Source: an optimization exercise on an open RTL-to-GDS flow (aim: small area, a short achievable clock period and few clock cycles). Production flows keep margins and buffers that such runs may drop.
No functional check of the RTL was part of any run shown here.
Power and IR drop assume default switching activity.

==> design/flow/design.v <==
module shifter(in, shift, out);
  input [15:0] in;
  input [1:0] shift;
  output reg [15:0] out;
  always @(*)
    case (shift)
      2'b00: out = in;
      2'b01: out = {in[14:0], 1'b0};
      2'b10: out = {1'b0, in[15:1]};
      default: out = {in[15], in[15:1]};
    endcase
endmodule
module mux16(s, d1, d0, q);
  input [15:0] s, d1, d0;
  output [15:0] q;
  assign q = (s & d1) | (~s & d0);
endmodule
module adder_carries(p, g, cy);
  input [15:0] p, g;
  output [15:1] cy;
  wire [15:0] g1n, p1n, g2, p2, g3n, p3n, g4, p4;
  ks_aoi #(1) l1(g,   p,   g1n, p1n);
  ks_oai #(2) l2(g1n, p1n, g2,  p2);
  ks_aoi #(4) l3(g2,  p2,  g3n, p3n);
  ks_oai #(8) l4(g3n, p3n, g4,  p4);
  assign cy = g4[14:0];
endmodule
module ks_aoi(g, p, gn, pn);
  parameter D = 1;
  input [15:0] g, p;
  output [15:0] gn, pn;
  genvar i;
  generate
    for (i = 0; i < 16; i = i + 1) begin : b
      if (i >= D) begin : m
        assign gn[i] = ~(g[i] | (p[i] & g[i-D]));
        assign pn[i] = ~(p[i] & p[i-D]);
      end else begin : t
        assign gn[i] = ~g[i];
        assign pn[i] = ~p[i];
      end
    end
  endgenerate
endmodule
module ks_oai(gn, pn, g, p);
  parameter D = 1;
  input [15:0] gn, pn;
  output [15:0] g, p;
  genvar i;
  generate
    for (i = 0; i < 16; i = i + 1) begin : b
      if (i >= D) begin : m
        assign g[i] = ~(gn[i] & (pn[i] | gn[i-D]));
        assign p[i] = ~(pn[i] | pn[i-D]);
      end else begin : t
        assign g[i] = ~gn[i];
        assign p[i] = ~pn[i];
      end
    end
  endgenerate
endmodule
module rdsel(ni, nr, ui, ur, load, wsel, sel, f);
  input [2:0] ni, nr;
  input ui, ur, load;
  input [7:0] wsel;
  output [7:0] sel;
  output f;
  wire [7:0] di = {8{ui}} & (8'd1 << ni);
  wire [7:0] dr = {8{ur}} & (8'd1 << nr);
  wire [7:0] d  = load ? di : dr;
  assign sel = d & ~wsel;
  assign f   = |(d & wsel);
endmodule
module rdport(rf, fw, sel, fsel, q);
  input [127:0] rf;
  input [15:0] fw;
  input [7:0] sel;
  input fsel;
  output reg [15:0] q;
  integer k;
  always @(*) begin
    q = {16{fsel}} & fw;
    for (k = 0; k < 8; k = k + 1) q = q | ({16{sel[k]}} & rf[k*16 +: 16]);
  end
endmodule
module cpu(clk,reset,s,load,in,out,N,V,Z,w);
  input clk, reset, s, load;
  input [15:0] in;
  output [15:0] out;
  output N, V, Z, w;
  reg  [13:0] ir;
  wire [13:0] ei = {in[14], in[12:0]};
  wire [13:0] e  = load ? ei : ir;
  always @(posedge clk)
    ir <= e;
  wire       movg = e[13];           
  wire [1:0] op   = e[12:11];        
  wire       movi = movg &  op[1];   
  wire       cmp  = ~movg & ~op[1] &  op[0];
  wire       andi = ~movg &  op[1] & ~op[0];
  wire       inv  = ~movg &  op[0];            
  wire [1:0] sh   = e[4:3];
  wire go = s & ~reset;
  reg pend;
  reg [15:0] r0, r1, r2, r3, r4, r5, r6, r7;
  wire [15:0] sum;
  wire        wmovi = ir[13] & ir[12];
  wire [15:0] wdata = wmovi ? {{8{ir[7]}}, ir[7:0]} : sum;
  wire [2:0]  wnum  = wmovi ? ir[10:8] : ir[7:5];
  wire [7:0]  wsel  = pend ? (8'd1 << wnum) : 8'd0;
  always @(posedge clk) begin
    pend <= go & ~cmp;
    if (wsel[0]) r0 <= wdata;
    if (wsel[1]) r1 <= wdata;
    if (wsel[2]) r2 <= wdata;
    if (wsel[3]) r3 <= wdata;
    if (wsel[4]) r4 <= wdata;
    if (wsel[5]) r5 <= wdata;
    if (wsel[6]) r6 <= wdata;
    if (wsel[7]) r7 <= wdata;
  end
  wire [127:0] rf = {r7, r6, r5, r4, r3, r2, r1, r0};
  wire usea_i = ~ei[13] & ~(ei[12] & ei[11]);   
  wire usea_r = ~ir[13] & ~(ir[12] & ir[11]);
  wire [7:0] sa, sb;
  wire fa, fb;
  rdsel sela(ei[10:8], ir[10:8], usea_i, usea_r, load, wsel, sa, fa);
  rdsel selb(ei[2:0],  ir[2:0],  1'b1,   1'b1,   load, wsel, sb, fb);
  wire [15:0] a, bm, b;
  rdport pa(rf, wdata, sa, fa, a);
  rdport pb(rf, wdata, sb, fb, bm);
  shifter shb(bm, sh, b);
  wire [15:0] x1 = ~(a ^ {16{inv | andi}});         
  wire [15:0] x0 = {16{~andi}} & (a ^ {16{inv}});    
  wire [15:0] y1 = {16{~andi & ~inv}} & a;           
  wire [15:0] y0 = {16{inv}} & a;                    
  wire [15:0] y1c = {y1[15:1], y1[0] | (x1[0] & cmp)};
  wire [15:0] y0c = {y0[15:1], y0[0] | (x0[0] & cmp)};
  wire [15:0] pn, gn;
  mux16 mp(b, x1, x0, pn);
  mux16 mg(b, y1c, y0c, gn);
  reg [15:0] p, g;
  reg vpre;
  reg cw, cf;
  always @(posedge clk) begin
    p    <= pn;
    g    <= gn;
    vpre <= a[15] & b[15];
    cw   <= go & ~cmp & ~movi;
    cf   <= go & cmp;
  end
  wire [15:0] cy;    
  adder_carries ac(p, g, cy[15:1]);
  assign cy[0] = cf;    
  assign sum = p ^ cy;
  wire [2:0] nvz = {sum[15], vpre & ~sum[15], &p};
  reg [15:0] c;
  reg [2:0]  st;
  always @(posedge clk) begin
    if (cw) c <= sum;
    if (cf) st <= nvz;
  end
  assign out = cw ? sum : c;
  assign {N, V, Z} = cf ? nvz : st;
  assign w = 1'b1;
endmodule
==> design/flow/run.sh <==
#!/bin/bash
# synth_recipe.tcl (not shown) runs the flow's synth.tcl, then flattens the netlist and writes it again
# the make line also repeats each setting of config.mk as NAME=value (left out here)
make -C /OpenROAD-flow-scripts/flow DESIGN_CONFIG=/design/flow/config.mk WORK_HOME=/design/flow/orfs CLKGATE_MAP_FILE= SYNTH_SCRIPT=/design/flow/synth_recipe.tcl finish
==> design/flow/config.mk <==
export PLATFORM = sky130hd
export DESIGN_NAME = cpu
export DESIGN_NICKNAME = cpu
export VERILOG_FILES = /design/flow/design.v
export SDC_FILE = /design/flow/constraint.sdc
export NUM_CORES = 4
export LEC_CHECK = 0
export CAP_MARGIN = 20
export CORE_MARGIN = 2
export CORE_UTILIZATION = 40
export SETUP_SLACK_MARGIN = 5
export SLEW_MARGIN = 20
export SYNTH_HIERARCHICAL = 1
export TNS_END_PERCENT = 100
==> design/flow/constraint.sdc <==
create_clock -name core_clock -period 10.0 [get_ports {clk}]
set_input_delay 2.0000 -clock core_clock [delete_from_list [all_inputs] [get_ports {clk}]]
set_output_delay 2.0000 -clock core_clock [all_outputs]
set_load 0.01 [all_outputs]
==> results of run 1 <==
-- metal layers --
metal | global-route usage (%) | vias up
li1 | - | 3424
met1 | 27.2 | 3661
met2 | 35.5 | 259
met3 | 3.96 | 44
met4 | 6.44 | 0
met5 | 0 | -
-- registers in the layout (all words and copies together), names as in the netlist, 3 cells and up --
register	count
r6	16
r1	16
r7	16
r2	16
p	16
r3	16
c	16
st	3
r0	16
r4	16
g	15
r5	16
ir	14
-- cells in the final DEF, fill, tap and decap left out, types with 5 or more instances in the layout --
master           count
clkdlybuf4s50_1     36
dfxtp_1             59
a22oi_1             32
xnor2_1             16
nand4_1              5
mux2i_1             15
mux2_4              31
nand3b_1            11
nor2_4               8
edfxtp_1           137
nand2_1             43
o21ai_1             28
and2_1              18
a222oi_1            32
nor2_1              52
conb_1               9
nor2_2               8
o21ai_0             11
inv_1               27
a22o_1              21
a22o_2              12
ha_1                32
clkbuf_16           17
buf_4               17
o22ai_1              5
a221oi_1            16
mux2_2               7
nand3_1             40
a21oi_1             66
a221oi_2            18
-- power by group --
group / switching, mW / total [mW] / internal [mW]
sequential: 0.0627 / 1.08 / 1.01
clock: 0.324 / 0.676 / 0.352
combinational: 0.325 / 0.540 / 0.216
-- timing repair --
item	in CTS	in global routing
pin swaps	2	1
setup endpoints to repair	32	31
resized for setup	6	11
buffers inserted	3	1
-- cell type report --
class / instances / area [µm²]
Clock buffer: 18 / 429
Clock inverter: 14 / 143
Fill cell: 2294 / 13600
Multi-Input combinational cell: 593 / 4530
Sequential cell: 196 / 5300
Inverter: 27 / 101
Timing Repair Buffer: 55 / 523
Tap cell: 330 / 413
-- per-stage QoR --
step,utilization [%],hold WS (ns),setup slack (ns)
after floorplan,-,0.489,5.71
after global placement,42.9,0.461,3.95
after detailed placement,42.9,0.463,3.92
after CTS,45.4,0.478,5.01
after global routing,45.7,0.495,5.00
final,45.7,0.477,5.16
-- tightest hold or removal path, cell delays in order (launching register included) --
cell,delay [ns]
dfxtp_1,0.30
nor2_1,0.08
a21oi_1,0.06
-- worst max-delay path by stage --
stage | startpoint | end | slack [ns] | cells past startpoint
6_report | load | g[13]$_DFF_P_ | 5.16 | 10
5_1_grt | load | p[15]$_DFF_P_ | 5.00 | 13
4_1_cts | ir[10]$_DFFE_PP_ | p[12]$_DFF_P_ | 5.01 | 15
3_5_place_dp | load | p[2]$_DFF_P_ | 3.92 | 12
3_3_place_gp | load | p[2]$_DFF_P_ | 3.95 | 12
2_1_floorplan | ir[12]$_DFF_P_ | g[11]$_DFF_P_ | 5.71 | 16
==> metrics.yaml, run 1 <==
drive_gt1_share_pct: 16.2
clk_pin_slew_ns: 0.07
cp_top_family: "simple AND/OR/NAND/NOR gates"
p_total_mw: 2.29
wl_met1_um: 12000
grt_pass1_vias: 7102
design.core.area_um2: 25000
wl_met2_um: 13200
syn_inst: 854
numClockSinks: 196
drt-initial-drc-count: 878
worstPathRequired_ns: 10.33
r2r-start: "ir[10]$_DFFE_PP_"
n_antenna_cell: 0
crit_path_max_fanout: 38
crit_buf_inv: 2
clockBufferDepth: 2
timing.final.crit_share_pct: 48.4
die_h_um: 163
r2r-end: "p[12]$_DFF_P_"
wl_per_cell_um: 22.3
final_cell_area_um2: 11400
via_count: 7388
grt_max_degree: 39
worstHoldStart: "c[13]$_DFF_P_"
critPathLaunchType: "primary input"
final_cells: 1233
cp.arrival_ns: 5.18
vias_per_cell: 5.99
path_class: "primary input to flip-flop"
wl_met3_um: 1670
placed_cells: 1197
rrSetupSlack_ns: 5.20
io_buffers: 36
rows: 58
holdPathEnd: "c[13]$_DFF_P_"
highest_layer: "met4"
cts_root_buf: "clkbuf_16"
gp_congestion: 0.829
period_needed_ns: 4.84
drv_cap: 0
p_leak_nw: 4.07
tns_ns: 0
synth.cell_area_um2: 10100
crit_path_end_kind: "flip-flop"
worst_pin_slew_ns: 0.960
worstSkewPairLatency_ns: 0.45
antenna_found_initial: 0
placed_area_um2: 10700
drc_errors: 0
slew_headroom_pct: 35.9
finish.net_count: 942
critPathMaxStageDelay_ns: 0.55
crit_slowest_cell: "nor2_4"
route.final.wire_length_um: 27500
finClkSkew_ns: 0.0104
min_path_cells: 2
yosysWarnings: 9
grtUsageTotal_pct: 20.9
ant_nets: 0
cts_tree: "yes"
status: "no timing/DRC/antenna violations"
setup_violations: 0
hpwl_um: 18100
peakVddDrop_mv: 0.131
cts_made_buffers: 17
overflow: 0
die-area_um2: 26600
p_per_area_nw_per_um2: 200
fmax_mhz: 206
hold_viol: 0
ff2ff_path_depth: 15
io_pins: 40
syn_area_per_cell_um2: 11.8
h-tree-depth: 4
rsz0062_at_grt: "no"
synthToLayoutAreaGrowth_pct: 13.0
hp-class: "flip-flop to flip-flop"
ctsHoldBuffers: 0
start_util_pct: 40.4
drt_first_pass_iters: 7
dieWidth_um: 163
crit_chain: "clkdlybuf4s50_1, buf_8, nor3b_1, a32oi_1, nor2_4, a222oi_1, nand3_1, mux2i_1, o21ai_0, mux2_4"
grt_pass1_wl_um: 41600
finalMaxSlewViolations: 0
==> run 2: changes to the inputs <==
==> design/flow/flow/run.sh (new file) <==
#!/bin/bash
set -euo pipefail
bash standard.sh SETUP_SLACK_MARGIN=6.5 finish > orfs_make.log 2>&1
==> design/flow/standard.sh (new file) <==
#!/bin/bash
# synth_recipe.tcl (not shown) runs the flow's synth.tcl, then flattens the netlist and writes it again
# the make line also repeats each setting of config.mk as NAME=value (left out here)
make -C /OpenROAD-flow-scripts/flow DESIGN_CONFIG=/design/flow/config.mk WORK_HOME=/design/flow/orfs CLKGATE_MAP_FILE= SYNTH_SCRIPT=/design/flow/synth_recipe.tcl "${@:-finish}"
--- a/design/flow/config.mk
+++ b/design/flow/config.mk
@@ -8,7 +8,6 @@
 export CAP_MARGIN = 20
 export CORE_MARGIN = 2
 export CORE_UTILIZATION = 40
-export SETUP_SLACK_MARGIN = 5
 export SLEW_MARGIN = 20
 export SYNTH_HIERARCHICAL = 1
 export TNS_END_PERCENT = 100
removed: design/flow/run.sh
==> metrics.yaml, run 2 <==
io_pins: 40
critPathMaxStageDelay_ns: 0.32
die_h_um: 163
grt_pass1_wl_um: 45200
synth.cell_area_um2: 10100
critPathLaunchType: "primary input"
synthToLayoutAreaGrowth_pct: 31.5
grt_max_degree: 34
slew_headroom_pct: 36.3
numClockSinks: 196
ff2ff_path_depth: 15
crit_path_end: "p[10]$_DFF_P_"
finalMaxSlewViolations: 0
crit_buf_inv: 4
drv_cap: 0
clk_pin_slew_ns: 0.07
peakVddDrop_mv: 0.117
syn_inst: 854
cp.arrival_ns: 4.50
grt_pass1_vias: 7555
fmax_mhz: 239
ctsHoldBuffers: 0
whs_ns: 0.486
finClkSkew_ns: 0.0167
drt_first_pass_iters: 9
p_leak_nw: 4.93
drc_errors: 0
grtUsageTotal_pct: 22.9
final_util_pct: 53.1
rows: 58
status: "no timing/DRC/antenna violations"
rrSetupSlack_ns: 5.91
io_buffers: 36
path_class: "primary input to flip-flop"
p_per_area_nw_per_um2: 192
gp_congestion: 0.848
vias_per_cell: 6.03
crit_chain: "buf_12, buf_12, nand3b_1, o22ai_2, a211oi_2, nand4_1, buf_6, buf_12, a22o_1, a221oi_2, nand3_2, ha_1, and2_1, mux2_4"
worst_pin_slew_ns: 0.955
worstSkewPairLatency_ns: 0.44
hold_viol: 0
via_count: 7949
start_util_pct: 40.4
rsz0062_at_grt: "yes"
n_antenna_cell: 0
syn_area_per_cell_um2: 11.8
drive_gt1_share_pct: 45.6
clockBufferDepth: 2
worstPathRequired_ns: 10.32
placed_cells: 1197
drt-initial-drc-count: 973
h-tree-depth: 4
cpMostUsedCell: "buf_12"
wl_per_cell_um: 23.2
tns_ns: 0
crit_path_max_fanout: 6
hpwl_um: 17900
final_common_cell: "edfxtp_1"
cp_top_family: "compound AO/OA/AOI/OAI gates"
r2r-end: "p[8]$_DFF_P_"
final_cells: 1318
crit_cells: 14
r2r-start: "ir[8]$_DFFE_PP_"
cts_tree: "yes"
timing.final.crit_share_pct: 41.8
layout_common_cells: "137 x edfxtp_1, 74 x buf_4, 42 x nor2_1, 34 x dfxtp_1, 33 x mux2_4"
design.core.area_um2: 25000
hp-class: "flip-flop to flip-flop"
die-area_um2: 26600
route.final.wire_length_um: 30500
critPathLaunch: "load"
setup_violations: 0
antenna_found_initial: 0
period_needed_ns: 4.18
finish.net_count: 1027
crit_path_end_kind: "flip-flop"
dieWidth_um: 163
ant_nets: 0
cts_root_buf: "clkbuf_16"
yosysWarnings: 9
overflow: 0
cts_made_buffers: 17
crit_slowest_cell: "ha_1"
[run 2: cell type report]
cell class              count  area, µm²
multi-input cells         594       5530
repair buffers            139       1290
well taps                 330        413
clock buffers              19        453
clock inverters            13        143
flip-flops and latches    196       5360
fillers                  2089      11700
inverters                  27        106
[run 2: worst register-to-register path, cell delays in order (launching register included)]
cell and delay, ns:
edfxtp_1 0.54, nor4bb_2 0.47, a31oi_4 0.12, nor2_4 0.54, nand3b_1 0.17, a2111oi_1 0.62
a221oi_2 0.07, nand4_1 0.17, buf_6 0.18, buf_12 0.13, a22o_1 0.15, a221oi_2 0.05
nand3_1 0.14, ha_1 0.24, and2_1 0.13, mux2_4 0.25
[run 2: worst min-delay path by stage]
stage,to,from,cells past startpoint
floorplan,ir[3]$_DFF_P_,ir[3]$_DFF_P_,1
global placement,st[2]$_DFF_P_,st[2]$_DFF_P_,2
detailed placement,c[1]$_DFF_P_,c[1]$_DFF_P_,2
CTS,st[1]$_DFF_P_,vpre$_DFF_P_,2
global route,st[0]$_DFF_P_,st[0]$_DFF_P_,2
finish,st[1]$_DFF_P_,st[1]$_DFF_P_,2
[run 2: metal layers]
metal / wire length (µm) / vias to the layer above / GRT usage [%]
met3: 2070 / 52 / 3.30
met2: 15200 / 316 / 39.2
li1: - / 3624 / -
met5: 0 / - / 0
met1: 12600 / 3957 / 30.1
met4: 691 / 0 / 7.12
[run 2: where the power goes]
part / switching [mW] / internal (mW) / leakage (nW)
Sequential: 0.0824 / 1.02 / 1.75
Combinational: 0.418 / 0.339 / 2.87
Clock: 0.319 / 0.376 / 0.311
[run 2: through the flow]
step / instance area [µm²] / power [mW] / setup WS (ns)
final: 13300 / 2.56 / 5.82
after global routing: 13300 / 2.66 / 5.70
after CTS: 12700 / 2.47 / 5.75
after detailed placement: 10900 / 1.64 / 3.85
after global placement: 10900 / 1.62 / 3.90
after floorplan: 10300 / 1.43 / 5.85
[run 2: repair_timing]
item,CTS,global route
setup endpoints to repair,51,51
buffers inserted,52,33
gates cloned,4,0
gates resized for setup,293,67
pin swaps,69,58

==> afterwards: timing with drivers on the ports <==
How much do the figures lean on ideal ports? The routed layouts below were timed once more, with nothing changed but the port constraints.
Step 1, drivers: a clkbuf_16 drives clk and a buf_2 each remaining input, both assumed.
Step 2, shift: input delay + t, output delay - t, t = (earliest + latest rising clock arrival at the registers) / 2. This alone moves slack from input paths to output paths.
Slacks: ideal ports / drivers / drivers and shift; pairs: ideal ports / drivers.
run | t (ns) | setup slack, ns | worst data-port slew with drivers (ns)
run 1 | 0.488 | 5.156 / 5.182 / 4.693 | 0.03
run 2 | 0.483 | 5.822 / 5.824 / 5.341 | 0.06
After both steps setup and hold are still met in every run listed. For run 2, which loses most, drivers alone change the setup slack by +0.002 ns; drivers and shift together by -0.481 ns.
